From an optimization exercise on the open Yosys and OpenROAD flow, aimed at small area, a short achievable clock period and few clock cycles per item; shortcuts taken in it are not production practice. No run shown here included a check of the RTL's function; only the layout flow was run.

==> flow/design.v, too long to show whole: its modules and the start of the top module <==
// module sigmoid_unit: 680 lines
// module pfx_row_h3_11_11: 45 lines
// module pfx_row_h3_12_12: 51 lines
// module pfx_row_h3_13_13: 53 lines
// module pfx_row_h3_14_14: 57 lines
// module pfx_row_h3_15_15: 61 lines
// module pfx_row_bk_16_16: 67 lines
// module pfx_row_bk_17_16: 69 lines
module sigmoid_unit (
    input  wire               clk,
    input  wire               rst,
    input  wire               in_valid,
    input  wire signed [15:0] net_in,
    output wire               out_valid,
    output wire signed [31:0] f_net,
    output wire signed [31:0] x,
    output wire signed [31:0] y,
    output wire signed [31:0] z
);
  // ...
==> flow/flow/run.sh <==
#!/bin/bash
set -euo pipefail
export BUFFER_PORTS_ARGS="-buffer_cell sky130_fd_sc_hd__buf_1"
# one tie cell drives all constant outputs
export SKIP_REPAIR_TIE_FANOUT=1
# stronger flip-flops where one drives several output buffers
export POST_GLOBAL_PLACE_TCL=$PWD/flow/upsize_out_ff.tcl UPSIZE_FF4_MIN=4 UPSIZE_FF2_MIN=2
bash standard.sh > standard.log 2>&1
==> flow/flow/upsize_out_ff.tcl <==
# Give the flip-flops that drive several output-port buffers (the copies of
# the sign bits, and the z bits that also drive f_net) a stronger drive.
set block [ord::get_db_block]
set n_up 0
foreach inst [$block getInsts] {
  if {[[$inst getMaster] getName] ne "sky130_fd_sc_hd__dfxtp_1"} { continue }
  set q [$inst findITerm Q]
  set net [$q getNet]
  if {$net eq "NULL"} { continue }
  set nout 0
  foreach it [$net getITerms] {
    if {[string match "output*" [[$it getInst] getName]]} { incr nout }
  }
  if {$nout >= $::env(UPSIZE_FF4_MIN)} {
    replace_cell [$inst getName] sky130_fd_sc_hd__dfxtp_4
    incr n_up
  } elseif {$nout >= $::env(UPSIZE_FF2_MIN)} {
    replace_cell [$inst getName] sky130_fd_sc_hd__dfxtp_2
    incr n_up
  }
}
puts "upsize_out_ff: resized $n_up flip-flops"
==> flow/standard.sh <==
#!/bin/bash
# synth_recipe.tcl (not shown) runs the flow's synth.tcl, then flattens the netlist and writes it again
# the make line also repeats each setting of config.mk as NAME=value (left out here)
make -C /OpenROAD-flow-scripts/flow DESIGN_CONFIG=/design/flow/config.mk WORK_HOME=/design/flow/orfs CLKGATE_MAP_FILE= SYNTH_SCRIPT=/design/flow/synth_recipe.tcl "${@:-finish}"
==> flow/config.mk <==
export PLATFORM = sky130hd
export DESIGN_NAME = sigmoid_unit
export DESIGN_NICKNAME = sigmoid_unit
export VERILOG_FILES = /design/flow/design.v
export SDC_FILE = /design/flow/constraint.sdc
export NUM_CORES = 4
export LEC_CHECK = 0
export ABC_AREA = 1
export CAP_MARGIN = 20
export CORE_MARGIN = 2
export CORE_UTILIZATION = 40
export CTS_BUF_LIST = sky130_fd_sc_hd__clkbuf_4 sky130_fd_sc_hd__clkbuf_8
export SLEW_MARGIN = 20
==> flow/constraint.sdc <==
create_clock -name core_clock -period 62.0 [get_ports {clk}]
set_input_delay 12.4000 -clock core_clock [delete_from_list [all_inputs] [get_ports {clk}]]
set_output_delay 12.4000 -clock core_clock [all_outputs]
set_load 0.01 [all_outputs]
==> out/results.ini, run 1 <==
[run_status]
outcome=complete, no violations

[setup_path]
crit_start=zr[1]$_DFF_P_
worstPathCellList=buf_1
cp.required_ps=49600
startpoint_type=flop
cp_slowest_cell=dfxtp_2
cp_num_buf_inv=1
cp_slowest_stage_delay_ps=400

[sta]
setup_viol=0
slew_violations=0
setup_slack_ps=48650

[clock_network]
cts_tree=built
clock-root-buffer=clkbuf_8
post_cts_buffers=0
clock_latency_ps=400
hold_buffers=0

[routing]
dr.pass1.iters=5
ant_nets=0
drc_errors=0
top_layer_used=met4
routed_via_density=4.695
met3WireLength_um=632

[die]
die_w_um=171.4
num_rows=61
taps=378

[cells_and_area]
final_common_cell=nand2_1
final_cell_mix=322 x nand2_1, 190 x inv_1, 146 x ha_1, 101 x buf_1, 84 x dfxtp_1
antennaDiodeCount=0

[synthesis]
synthFlopType=dfxtp_1

==> run 2, diff against run 1 <==
--- a/flow/design.v
+++ b/flow/design.v
@@ -11,104 +11,17 @@
 );
 reg [15:0] net_q;
 reg        v0;
 always @(posedge clk) begin
     net_q <= net_in;
     v0    <= in_valid & ~rst;
 end
 wire        s0 = net_q[15];
-wire [15:0] dp0;
-wire [16:0] dp0_p, dp0_g;
-assign dp0_g[0] = s0; assign dp0_p[0] = 1'b0;
-assign dp0_p[1] = (net_q[0] ^ s0) ^ (1'b0); assign dp0_g[1] = (net_q[0] ^ s0) & (1'b0);
-assign dp0_p[2] = (net_q[1] ^ s0) ^ (1'b0); assign dp0_g[2] = (net_q[1] ^ s0) & (1'b0);
-assign dp0_p[3] = (net_q[2] ^ s0) ^ (1'b0); assign dp0_g[3] = (net_q[2] ^ s0) & (1'b0);
-assign dp0_p[4] = (net_q[3] ^ s0) ^ (1'b1); assign dp0_g[4] = (net_q[3] ^ s0) & (1'b1);
-assign dp0_p[5] = (net_q[4] ^ s0) ^ (1'b0); assign dp0_g[5] = (net_q[4] ^ s0) & (1'b0);
-assign dp0_p[6] = (net_q[5] ^ s0) ^ (1'b1); assign dp0_g[6] = (net_q[5] ^ s0) & (1'b1);
-assign dp0_p[7] = (net_q[6] ^ s0) ^ (1'b1); assign dp0_g[7] = (net_q[6] ^ s0) & (1'b1);
-assign dp0_p[8] = (net_q[7] ^ s0) ^ (1'b1); assign dp0_g[8] = (net_q[7] ^ s0) & (1'b1);
-assign dp0_p[9] = (net_q[8] ^ s0) ^ (1'b1); assign dp0_g[9] = (net_q[8] ^ s0) & (1'b1);
-assign dp0_p[10] = (net_q[9] ^ s0) ^ (1'b1); assign dp0_g[10] = (net_q[9] ^ s0) & (1'b1);
-assign dp0_p[11] = (net_q[10] ^ s0) ^ (1'b0); assign dp0_g[11] = (net_q[10] ^ s0) & (1'b0);
-assign dp0_p[12] = (net_q[11] ^ s0) ^ (1'b0); assign dp0_g[12] = (net_q[11] ^ s0) & (1'b0);
-assign dp0_p[13] = (net_q[12] ^ s0) ^ (1'b0); assign dp0_g[13] = (net_q[12] ^ s0) & (1'b0);
-assign dp0_p[14] = (net_q[13] ^ s0) ^ (1'b0); assign dp0_g[14] = (net_q[13] ^ s0) & (1'b0);
-assign dp0_p[15] = (net_q[14] ^ s0) ^ (1'b0); assign dp0_g[15] = (net_q[14] ^ s0) & (1'b0);
-assign dp0_p[16] = (net_q[15] ^ s0) ^ (1'b0); assign dp0_g[16] = (net_q[15] ^ s0) & (1'b0);
-wire dp0_g0_1 = dp0_g[1] | (dp0_p[1] & dp0_g[0]);
-wire dp0_p0_1 = dp0_p[1] & dp0_p[0];
-wire dp0_g0_4 = dp0_g[4] | (dp0_p[4] & dp0_g[3]);
-wire dp0_p0_4 = dp0_p[4] & dp0_p[3];
-wire dp0_g0_7 = dp0_g[7] | (dp0_p[7] & dp0_g[6]);
-wire dp0_p0_7 = dp0_p[7] & dp0_p[6];
-wire dp0_g0_10 = dp0_g[10] | (dp0_p[10] & dp0_g[9]);
-wire dp0_p0_10 = dp0_p[10] & dp0_p[9];
-wire dp0_g0_13 = dp0_g[13] | (dp0_p[13] & dp0_g[12]);
-wire dp0_p0_13 = dp0_p[13] & dp0_p[12];
-wire dp0_g0_16 = dp0_g[16] | (dp0_p[16] & dp0_g[15]);
-wire dp0_p0_16 = dp0_p[16] & dp0_p[15];
-wire dp0_g1_2 = dp0_g[2] | (dp0_p[2] & dp0_g0_1);
-wire dp0_p1_2 = dp0_p[2] & dp0_p0_1;
-wire dp0_g1_5 = dp0_g[5] | (dp0_p[5] & dp0_g0_4);
-wire dp0_p1_5 = dp0_p[5] & dp0_p0_4;
-wire dp0_g1_8 = dp0_g[8] | (dp0_p[8] & dp0_g0_7);
-wire dp0_p1_8 = dp0_p[8] & dp0_p0_7;
-wire dp0_g1_11 = dp0_g[11] | (dp0_p[11] & dp0_g0_10);
-wire dp0_p1_11 = dp0_p[11] & dp0_p0_10;
-wire dp0_g1_14 = dp0_g[14] | (dp0_p[14] & dp0_g0_13);
-wire dp0_p1_14 = dp0_p[14] & dp0_p0_13;
-wire dp0_g2_5 = dp0_g1_5 | (dp0_p1_5 & dp0_g1_2);
-wire dp0_p2_5 = dp0_p1_5 & dp0_p1_2;
-wire dp0_g2_11 = dp0_g1_11 | (dp0_p1_11 & dp0_g1_8);
-wire dp0_p2_11 = dp0_p1_11 & dp0_p1_8;
-wire dp0_g3_8 = dp0_g1_8 | (dp0_p1_8 & dp0_g2_5);
-wire dp0_p3_8 = dp0_p1_8 & dp0_p2_5;
-wire dp0_g3_11 = dp0_g2_11 | (dp0_p2_11 & dp0_g2_5);
-wire dp0_p3_11 = dp0_p2_11 & dp0_p2_5;
-wire dp0_g4_14 = dp0_g1_14 | (dp0_p1_14 & dp0_g3_11);
-wire dp0_p4_14 = dp0_p1_14 & dp0_p3_11;
-wire dp0_g5_3 = dp0_g[3] | (dp0_p[3] & dp0_g1_2);
-wire dp0_p5_3 = dp0_p[3] & dp0_p1_2;
-wire dp0_g5_4 = dp0_g0_4 | (dp0_p0_4 & dp0_g1_2);
-wire dp0_p5_4 = dp0_p0_4 & dp0_p1_2;
-wire dp0_g5_6 = dp0_g[6] | (dp0_p[6] & dp0_g2_5);
-wire dp0_p5_6 = dp0_p[6] & dp0_p2_5;
-wire dp0_g5_7 = dp0_g0_7 | (dp0_p0_7 & dp0_g2_5);
-wire dp0_p5_7 = dp0_p0_7 & dp0_p2_5;
-wire dp0_g5_9 = dp0_g[9] | (dp0_p[9] & dp0_g3_8);
-wire dp0_p5_9 = dp0_p[9] & dp0_p3_8;
-wire dp0_g5_10 = dp0_g0_10 | (dp0_p0_10 & dp0_g3_8);
-wire dp0_p5_10 = dp0_p0_10 & dp0_p3_8;
-wire dp0_g5_12 = dp0_g[12] | (dp0_p[12] & dp0_g3_11);
-wire dp0_p5_12 = dp0_p[12] & dp0_p3_11;
-wire dp0_g5_13 = dp0_g0_13 | (dp0_p0_13 & dp0_g3_11);
-wire dp0_p5_13 = dp0_p0_13 & dp0_p3_11;
-wire dp0_g5_15 = dp0_g[15] | (dp0_p[15] & dp0_g4_14);
-wire dp0_p5_15 = dp0_p[15] & dp0_p4_14;
-wire dp0_g5_16 = dp0_g0_16 | (dp0_p0_16 & dp0_g4_14);
-wire dp0_p5_16 = dp0_p0_16 & dp0_p4_14;
-assign dp0[0] = dp0_p[1] ^ dp0_g[0];
-assign dp0[1] = dp0_p[2] ^ dp0_g0_1;
-assign dp0[2] = dp0_p[3] ^ dp0_g1_2;
-assign dp0[3] = dp0_p[4] ^ dp0_g5_3;
-assign dp0[4] = dp0_p[5] ^ dp0_g5_4;
-assign dp0[5] = dp0_p[6] ^ dp0_g2_5;
-assign dp0[6] = dp0_p[7] ^ dp0_g5_6;
-assign dp0[7] = dp0_p[8] ^ dp0_g5_7;
-assign dp0[8] = dp0_p[9] ^ dp0_g3_8;
-assign dp0[9] = dp0_p[10] ^ dp0_g5_9;
-assign dp0[10] = dp0_p[11] ^ dp0_g5_10;
-assign dp0[11] = dp0_p[12] ^ dp0_g3_11;
-assign dp0[12] = dp0_p[13] ^ dp0_g5_12;
-assign dp0[13] = dp0_p[14] ^ dp0_g5_13;
-assign dp0[14] = dp0_p[15] ^ dp0_g4_14;
-assign dp0[15] = dp0_p[16] ^ dp0_g5_15;
-wire [15:0] d0 = dp0;
+wire [15:0] d0 = ((net_q ^ {16{s0}}) + {15'd0, s0} + 16'd1000);
 wire [10:0] tk9 = 11'd1953;
 wire [10:0] df9;
 wire        ge9;
 pfx_row_h3_11_11 row9 (.t(tk9), .d(d0[10:0]), .hz(~|d0[15:11]), .ge(ge9), .r(df9));
 wire [10:0] tr9 = df9;
 wire [11:0] tk8 = {tr9, 1'b0};
 wire [11:0] df8;
 wire        ge8;
@@ -125,27 +38,27 @@
 pfx_row_h3_14_14 row6 (.t(tk6), .d(d0[13:0]), .hz(~|d0[15:14]), .ge(ge6), .r(df6));
 wire [13:0] tr6 = df6;
 wire [14:0] tk5 = {tr6, 1'b1};
 wire [14:0] df5;
 wire        ge5;
 pfx_row_h3_15_15 row5 (.t(tk5), .d(d0[14:0]), .hz(~|d0[15:15]), .ge(ge5), .r(df5));
 wire [14:0] tr5 = df5;
 reg [15:0] d1;
-reg        s1;
+reg [15:0] n1;
 reg        v1;
 reg [14:0] t1;
 reg        q9_1;
 reg        q8_1;
 reg        q7_1;
 reg        q6_1;
 reg        q5_1;
 always @(posedge clk) begin
     d1 <= d0;
-    s1 <= s0;
+    n1 <= net_q;
     v1 <= v0 & ~rst;
     t1 <= tr5;
     q9_1 <= ge9;
     q8_1 <= ge8;
     q7_1 <= ge7;
     q6_1 <= ge6;
     q5_1 <= ge5;
 end
@@ -392,90 +305,24 @@
 assign qh1[2] = qh1_p[3] ^ qh1_g1_2;
 assign qh1[3] = qh1_p[4] ^ qh1_g1_3;
 assign qh1[4] = qh1_p[5] ^ qh1_g2_4;
 assign qh1[5] = qh1_p[6] ^ qh1_g2_5;
 assign qh1[6] = qh1_p[7] ^ qh1_g2_6;
 assign qh1[7] = qh1_p[8] ^ qh1_g2_7;
 assign qh1[8] = qh1_p[9] ^ qh1_g3_8;
 assign qh1[9] = qh1_p[10] ^ qh1_g3_9;
-wire [9:0]  yv  = s1 ? (q0 ? {nv[8:0], 1'b0} : {~v, 1'b1}) : {v, ~q0};
-wire [9:0]  zv  = s1 ? (q0 ? qh1 : {1'b0, qh}) : zp;
-wire        yneg0 = s1 & (d1 >= 16'd1002);
-wire        yneg1 = s1 & (d1 != 16'd1001);
-wire        yneg2 = s1 & ((|d1[15:10]) | (d1[9:0] >= 10'd1002));
-wire        yneg3 = s1 & (d1[15:1] != 15'd500);
-wire [15:0] nn;
-wire [16:0] nn_p, nn_g;
-assign nn_g[0] = 1'b0; assign nn_p[0] = 1'b0;
-assign nn_p[1] = (d1[0] ^ s1) ^ (s1); assign nn_g[1] = (d1[0] ^ s1) & (s1);
-assign nn_p[2] = (d1[1] ^ s1) ^ (1'b0); assign nn_g[2] = (d1[1] ^ s1) & (1'b0);
-assign nn_p[3] = (d1[2] ^ s1) ^ (1'b0); assign nn_g[3] = (d1[2] ^ s1) & (1'b0);
-assign nn_p[4] = (d1[3] ^ s1) ^ (1'b1); assign nn_g[4] = (d1[3] ^ s1) & (1'b1);
-assign nn_p[5] = (d1[4] ^ s1) ^ (~s1); assign nn_g[5] = (d1[4] ^ s1) & (~s1);
-assign nn_p[6] = (d1[5] ^ s1) ^ (s1); assign nn_g[6] = (d1[5] ^ s1) & (s1);
-assign nn_p[7] = (d1[6] ^ s1) ^ (s1); assign nn_g[7] = (d1[6] ^ s1) & (s1);
-assign nn_p[8] = (d1[7] ^ s1) ^ (s1); assign nn_g[8] = (d1[7] ^ s1) & (s1);
-assign nn_p[9] = (d1[8] ^ s1) ^ (s1); assign nn_g[9] = (d1[8] ^ s1) & (s1);
-assign nn_p[10] = (d1[9] ^ s1) ^ (s1); assign nn_g[10] = (d1[9] ^ s1) & (s1);
-assign nn_p[11] = (d1[10] ^ s1) ^ (~s1); assign nn_g[11] = (d1[10] ^ s1) & (~s1);
-assign nn_p[12] = (d1[11] ^ s1) ^ (~s1); assign nn_g[12] = (d1[11] ^ s1) & (~s1);
-assign nn_p[13] = (d1[12] ^ s1) ^ (~s1); assign nn_g[13] = (d1[12] ^ s1) & (~s1);
-assign nn_p[14] = (d1[13] ^ s1) ^ (~s1); assign nn_g[14] = (d1[13] ^ s1) & (~s1);
-assign nn_p[15] = (d1[14] ^ s1) ^ (~s1); assign nn_g[15] = (d1[14] ^ s1) & (~s1);
-assign nn_p[16] = (d1[15] ^ s1) ^ (~s1); assign nn_g[16] = (d1[15] ^ s1) & (~s1);
-wire nn_g0_1 = nn_g[1] | (nn_p[1] & nn_g[0]);
-wire nn_p0_1 = nn_p[1] & nn_p[0];
-wire nn_g1_2 = nn_g[2] | (nn_p[2] & nn_g0_1);
-wire nn_p1_2 = nn_p[2] & nn_p0_1;
-wire nn_g2_3 = nn_g[3] | (nn_p[3] & nn_g1_2);
-wire nn_p2_3 = nn_p[3] & nn_p1_2;
-wire nn_g3_4 = nn_g[4] | (nn_p[4] & nn_g2_3);
-wire nn_p3_4 = nn_p[4] & nn_p2_3;
-wire nn_g4_5 = nn_g[5] | (nn_p[5] & nn_g3_4);
-wire nn_p4_5 = nn_p[5] & nn_p3_4;
-wire nn_g5_6 = nn_g[6] | (nn_p[6] & nn_g4_5);
-wire nn_p5_6 = nn_p[6] & nn_p4_5;
-wire nn_g6_7 = nn_g[7] | (nn_p[7] & nn_g5_6);
-wire nn_p6_7 = nn_p[7] & nn_p5_6;
-wire nn_g7_8 = nn_g[8] | (nn_p[8] & nn_g6_7);
-wire nn_p7_8 = nn_p[8] & nn_p6_7;
-wire nn_g8_9 = nn_g[9] | (nn_p[9] & nn_g7_8);
-wire nn_p8_9 = nn_p[9] & nn_p7_8;
-wire nn_g9_10 = nn_g[10] | (nn_p[10] & nn_g8_9);
-wire nn_p9_10 = nn_p[10] & nn_p8_9;
-wire nn_g10_11 = nn_g[11] | (nn_p[11] & nn_g9_10);
-wire nn_p10_11 = nn_p[11] & nn_p9_10;
-wire nn_g11_12 = nn_g[12] | (nn_p[12] & nn_g10_11);
-wire nn_p11_12 = nn_p[12] & nn_p10_11;
-wire nn_g12_13 = nn_g[13] | (nn_p[13] & nn_g11_12);
-wire nn_p12_13 = nn_p[13] & nn_p11_12;
-wire nn_g13_14 = nn_g[14] | (nn_p[14] & nn_g12_13);
-wire nn_p13_14 = nn_p[14] & nn_p12_13;
-wire nn_g14_15 = nn_g[15] | (nn_p[15] & nn_g13_14);
-wire nn_p14_15 = nn_p[15] & nn_p13_14;
-wire nn_g15_16 = nn_g[16] | (nn_p[16] & nn_g14_15);
-wire nn_p15_16 = nn_p[16] & nn_p14_15;
-assign nn[0] = nn_p[1] ^ nn_g[0];
-assign nn[1] = nn_p[2] ^ nn_g0_1;
-assign nn[2] = nn_p[3] ^ nn_g1_2;
-assign nn[3] = nn_p[4] ^ nn_g2_3;
-assign nn[4] = nn_p[5] ^ nn_g3_4;
-assign nn[5] = nn_p[6] ^ nn_g4_5;
-assign nn[6] = nn_p[7] ^ nn_g5_6;
-assign nn[7] = nn_p[8] ^ nn_g6_7;
-assign nn[8] = nn_p[9] ^ nn_g7_8;
-assign nn[9] = nn_p[10] ^ nn_g8_9;
-assign nn[10] = nn_p[11] ^ nn_g9_10;
-assign nn[11] = nn_p[12] ^ nn_g10_11;
-assign nn[12] = nn_p[13] ^ nn_g11_12;
-assign nn[13] = nn_p[14] ^ nn_g12_13;
-assign nn[14] = nn_p[15] ^ nn_g13_14;
-assign nn[15] = nn_p[16] ^ nn_g14_15;
-wire [21:0] n22  = {{6{s1}}, nn};
+wire [9:0]  yv  = n1[15] ? (q0 ? {nv[8:0], 1'b0} : {~v, 1'b1}) : {v, ~q0};
+wire [9:0]  zv  = n1[15] ? (q0 ? qh1 : {1'b0, qh}) : zp;
+wire        yneg0 = n1[15] & (d1 >= 16'd1002);
+wire        yneg1 = n1[15] & (~&n1[14:0]);
+wire        yneg2 = n1[15] & (d1 != 16'd1001);
+wire        yneg3 = n1[15] & (n1[14:0] != 15'h7FFF);
+wire [15:0] nn   = n1;
+wire [21:0] n22  = {{6{n1[15]}}, nn};
 wire [21:0] x1;
 wire [22:0] x1_p, x1_g;
 assign x1_g[0] = 1'b0; assign x1_p[0] = 1'b0;
 assign x1_p[1] = (n22[0]) ^ (1'b0); assign x1_g[1] = (n22[0]) & (1'b0);
 assign x1_p[2] = (n22[1]) ^ (1'b0); assign x1_g[2] = (n22[1]) & (1'b0);
 assign x1_p[3] = (n22[2]) ^ (1'b0); assign x1_g[3] = (n22[2]) & (1'b0);
 assign x1_p[4] = (n22[3]) ^ (1'b0); assign x1_g[4] = (n22[3]) & (1'b0);
 assign x1_p[5] = (n22[4]) ^ (1'b0); assign x1_g[5] = (n22[4]) & (1'b0);
@@ -656,19 +503,19 @@
 reg        vo;
 reg [2:0] xs;
 reg [3:0] ys;
 reg [21:0] xr;
 reg [9:0]  yr;
 reg [9:0]  zr;
 always @(posedge clk) begin
     vo <= v1 & ~rst;
-    xs[0] <= s1;
-    xs[1] <= s1 & (d1 != 16'd1000);
-    xs[2] <= nn[15];
+    xs[0] <= n1[15];
+    xs[1] <= n1[15] & (d1 != 16'd1000);
+    xs[2] <= n1[15] & (d1 > 16'd1000);
     ys[0] <= yneg0;
     ys[1] <= yneg1;
     ys[2] <= yneg2;
     ys[3] <= yneg3;
     xr <= xx;
     yr <= yv;
     zr <= zv;
 end
==> run 2 against run 1 <==
  * Sequential cell count increased by 14
  * Still clean on timing, DRC and antenna
  * Highest routed layer unchanged
  * Register-to-register slack lost 330 ps
  * Utilization rose by 1.0 points
  * Largest cell class unchanged
  * Via count rose by 4.5%
==> out/results.ini, run 2 <==
[run_status]
outcome=complete, no violations  ; unchanged

[clock_network]
hold_buffers=0  ; unchanged
cts_tree=built  ; unchanged
clock_latency_ps=440  ; was 400 ps
cts_made_buffers=17  ; was 9
clockBufferDepth=2  ; unchanged
h-tree-depth=4  ; was 3
post_cts_buffers=0  ; unchanged
clock-root-buffer=clkbuf_8  ; unchanged
clock-sinks=117  ; was 103
ctsResizeCount=0  ; unchanged
cts.clk_slew.worst_paths_ps=80  ; was 120 ps

[synthesis]
ys_warn_count=1  ; unchanged
ys_seq_elements=117  ; was 103
synth_top_cell_area_share_pct=20.56  ; was 18.39%
syn-instance-count=1460  ; was 1430
yosysUniqueCellTypes=56  ; was 52
synth_edf_count=0  ; unchanged
synth_nets=1695  ; was 1675
ys_seq_area_share_pct=20.56  ; was 18.39%
synthTopCellsByArea=dfxtp_1 21%, ha_1 15%, fa_1 14%  ; was dfxtp_1 18%, ha_1 16%, fa_1 14%
syn_avg_cell_area_sq_um=7.801  ; was 7.840 sq um
synthFlopType=dfxtp_1  ; unchanged
synthArstFlopShare_pct=0  ; unchanged
synth_common_cells=350 x nand2_1, 186 x inv_1, 136 x ha_1  ; was 322 x nand2_1, 190 x inv_1, 146 x ha_1
synth_area_sq_um=11390  ; was 11210 sq um
synthMostInstantiatedCell=nand2_1  ; unchanged
yosys.area.top_type=dfxtp_1  ; unchanged

[sta]
tightest_slew_ps=1086  ; was 932.9 ps
setup_viol=0  ; unchanged
min_period_ps=13390  ; was 13350 ps
tns_ps=0  ; unchanged
skew_ps=16.70  ; was 23.55 ps
slew_violations=0  ; unchanged
relSlewSlack_pct=27.10  ; was 37.60%
rsz0062_at_grt=no  ; unchanged
hold_violations=0  ; unchanged
fin_crit_sh_pct=21.60  ; was 21.54%
fmax_ghz=0.07467  ; was 0.07488 GHz

[cells_and_area]
antennaDiodeCount=0  ; unchanged
final_common_cell=nand2_1  ; unchanged
drive_above_1_share_pct=7.739  ; was 7.024%
layout.nets=1708  ; was 1678
largest_reg_flops=22  ; unchanged
final_area_sq_um=11910  ; was 11530 sq um
final_cell_mix=350 x nand2_1, 186 x inv_1, 136 x ha_1, 101 x buf_1, 100 x dfxtp_1  ; was 322 x nand2_1, 190 x inv_1, 146 x ha_1, 101 x buf_1, 84 x dfxtp_1
area_delta_synth_final_pct=4.603  ; was 2.880%
largest_register=xr  ; unchanged

[setup_path]
cp_num_buf_inv=1  ; unchanged
crit_type=flop to output port  ; unchanged
cp_slowest_cell=dfxtp_4  ; was dfxtp_2
critPathArrivalTime_ps=990  ; was 960 ps
cp_max_fo=10  ; was 3
worstPathCellList=buf_1  ; unchanged
cp.required_ps=49600  ; about the same
path_delay_family=flip-flops  ; unchanged
startpoint_type=flop  ; unchanged
r2r_start=net_q[15]$_DFF_P_  ; unchanged
crit_start=ys[3]$_DFF_P_  ; was zr[1]$_DFF_P_
cp_slowest_stage_delay_ps=390  ; was 400 ps
end_kind=output port  ; unchanged

[global_routing]
track_usage_pct=17.23  ; was 17.11%
grt_pass1_vias=8717  ; was 8562
grt_pass1_wl_mm=42.39  ; was 40.10 mm
grt.overflow.total=0  ; unchanged
grt_antenna_before_repair=1  ; was 0
grt_max_degree=47  ; was 48

[routing]
vias=8909  ; was 8527
ant_nets=0  ; unchanged
wl_mm=24.85  ; was 23.48 mm
dr.pass1.iters=7  ; was 5
drt_iter0_markers=365  ; was 266
routedWlPerCell_um=13.33  ; was 12.93 um
routed_via_density=4.780  ; was 4.695
drc_errors=0  ; unchanged

[die]
die_w_um=172.7  ; was 171.4 um
dieHeight_um=172.7  ; was 171.4 um
initial_core_util_pct=40.77  ; was 40.46%
io-pin-count=148  ; unchanged
num_rows=61  ; unchanged
die_area_sq_um=29840  ; was 29380 sq um
core_sq_um=27930  ; was 27710 sq um

[worst_hold_path]
min_from=net_q[12]$_DFF_P_  ; was v1$_DFF_P_
hold_class=flop to flop  ; unchanged

[placed_design]
port_buffers=101  ; unchanged
placed_cell_area_sq_um=11520  ; was 11340 sq um
hpwl_mm=20.50  ; was 19.80 mm

[flow_run]
cap_violations=0  ; unchanged

-- run 2: cell count changes in the layout (fill, tap and decap cells not counted), moves of 9 or more --
| cell | change |
|---|---|
| dfxtp_1 | +16 |
| ha_1 | -10 |
| nand2_1 | +28 |
| nand2_2 | +11 |
| o21ai_2 | -9 |
| xor2_1 | -15 |
-- run 2: routing by layer --
layer	track usage [%]	share of wire (%)	wire length, um	up-vias
met5	0	0	0	-
met4	4.379	1.3	317	0
met3	2.419	2.8	703	18
met2	29.79	48	11830	114
met1	22.64	48	12000	4152
li1	-	-	-	4625
-- run 2: cell type report --
cell class,count,area (sq um)
fill,2884,16020
multi-input combinational,1037,7533
sequential,117,2371
inverter,196,740.7
tap,378,473.0
timing repair buffer,104,401.6
clock buffer,17,234.0
clock inverter,15,160.2
-- run 2: cell families after synthesis --
group                    Yosys count  synth area share (%)
buffers and inverters            306                 13.29
adder cells (fa/ha/maj)          216                 29.00
AND/OR/NAND/NOR                  546                 21.17
multiplexers                       1               0.08789
XOR/XNOR                          78                 6.130
AO/OA/AOI/OAI                    195                 9.722
other                              1               0.03292
flip-flops                       117                 20.56
-- run 2: path summary, 6_finish.rpt --
check | cells after the start | to | slack [ps]
max | 1 | y[24] | 48610
min reg2reg | 0 | n1[12]$_DFF_P_ | 360
max reg2reg | 62 | t1[11]$_DFF_P_ | 49160
min | 0 | n1[12]$_DFF_P_ | 360
-- run 2: through the flow --
stage,utilization [%],std cells,worst slack (ps),hold slack [ps]
6_report,42.65,1864,48610,364.4
5_1_grt,42.65,1864,47900,376.2
4_1_cts,42.65,1864,48570,363.1
3_5_place_dp,41.24,1832,49070,362.5
3_3_place_gp,41.14,1832,48990,359.6
2_1_floorplan,-,1460,48940,329.0
-- run 2: worst register-to-register path, delay by kind of cell, from the launching register on --
family,cells,cell delay (ps)
compound gates,16,2980
fa+ha+maj,6,1980
simple gates,32,4790
flops,1,890
xor+xnor,1,620
buf+inv,7,1470

-- re-timing with driven ports --
How much do the figures lean on ideal ports? The routed layouts below were timed once more, with nothing changed but the port constraints.
Step 1 assumes that a clkbuf_16 drives the clock port and a buf_2 every other input.
Step 2, shift: input delay + t, output delay - t, t = (earliest + latest rising clock arrival at the registers) / 2. This alone moves slack from input paths to output paths.
Slacks: no drivers / after step 1 / after step 2; pairs: no drivers / after step 1.
run	t (ns)	slack for setup (ns)	worst setup path at the end	slew at the worst register clock pin (ns)	worst data-port slew with drivers (ns)
run 1	0.432	48.645 / 48.604 / 49.036	register to output	0.13 / 0.13	0.04
run 2	0.473	48.608 / 48.571 / 49.043	register to output	0.09 / 0.09	0.05
After both steps setup and hold are still met in every run listed.
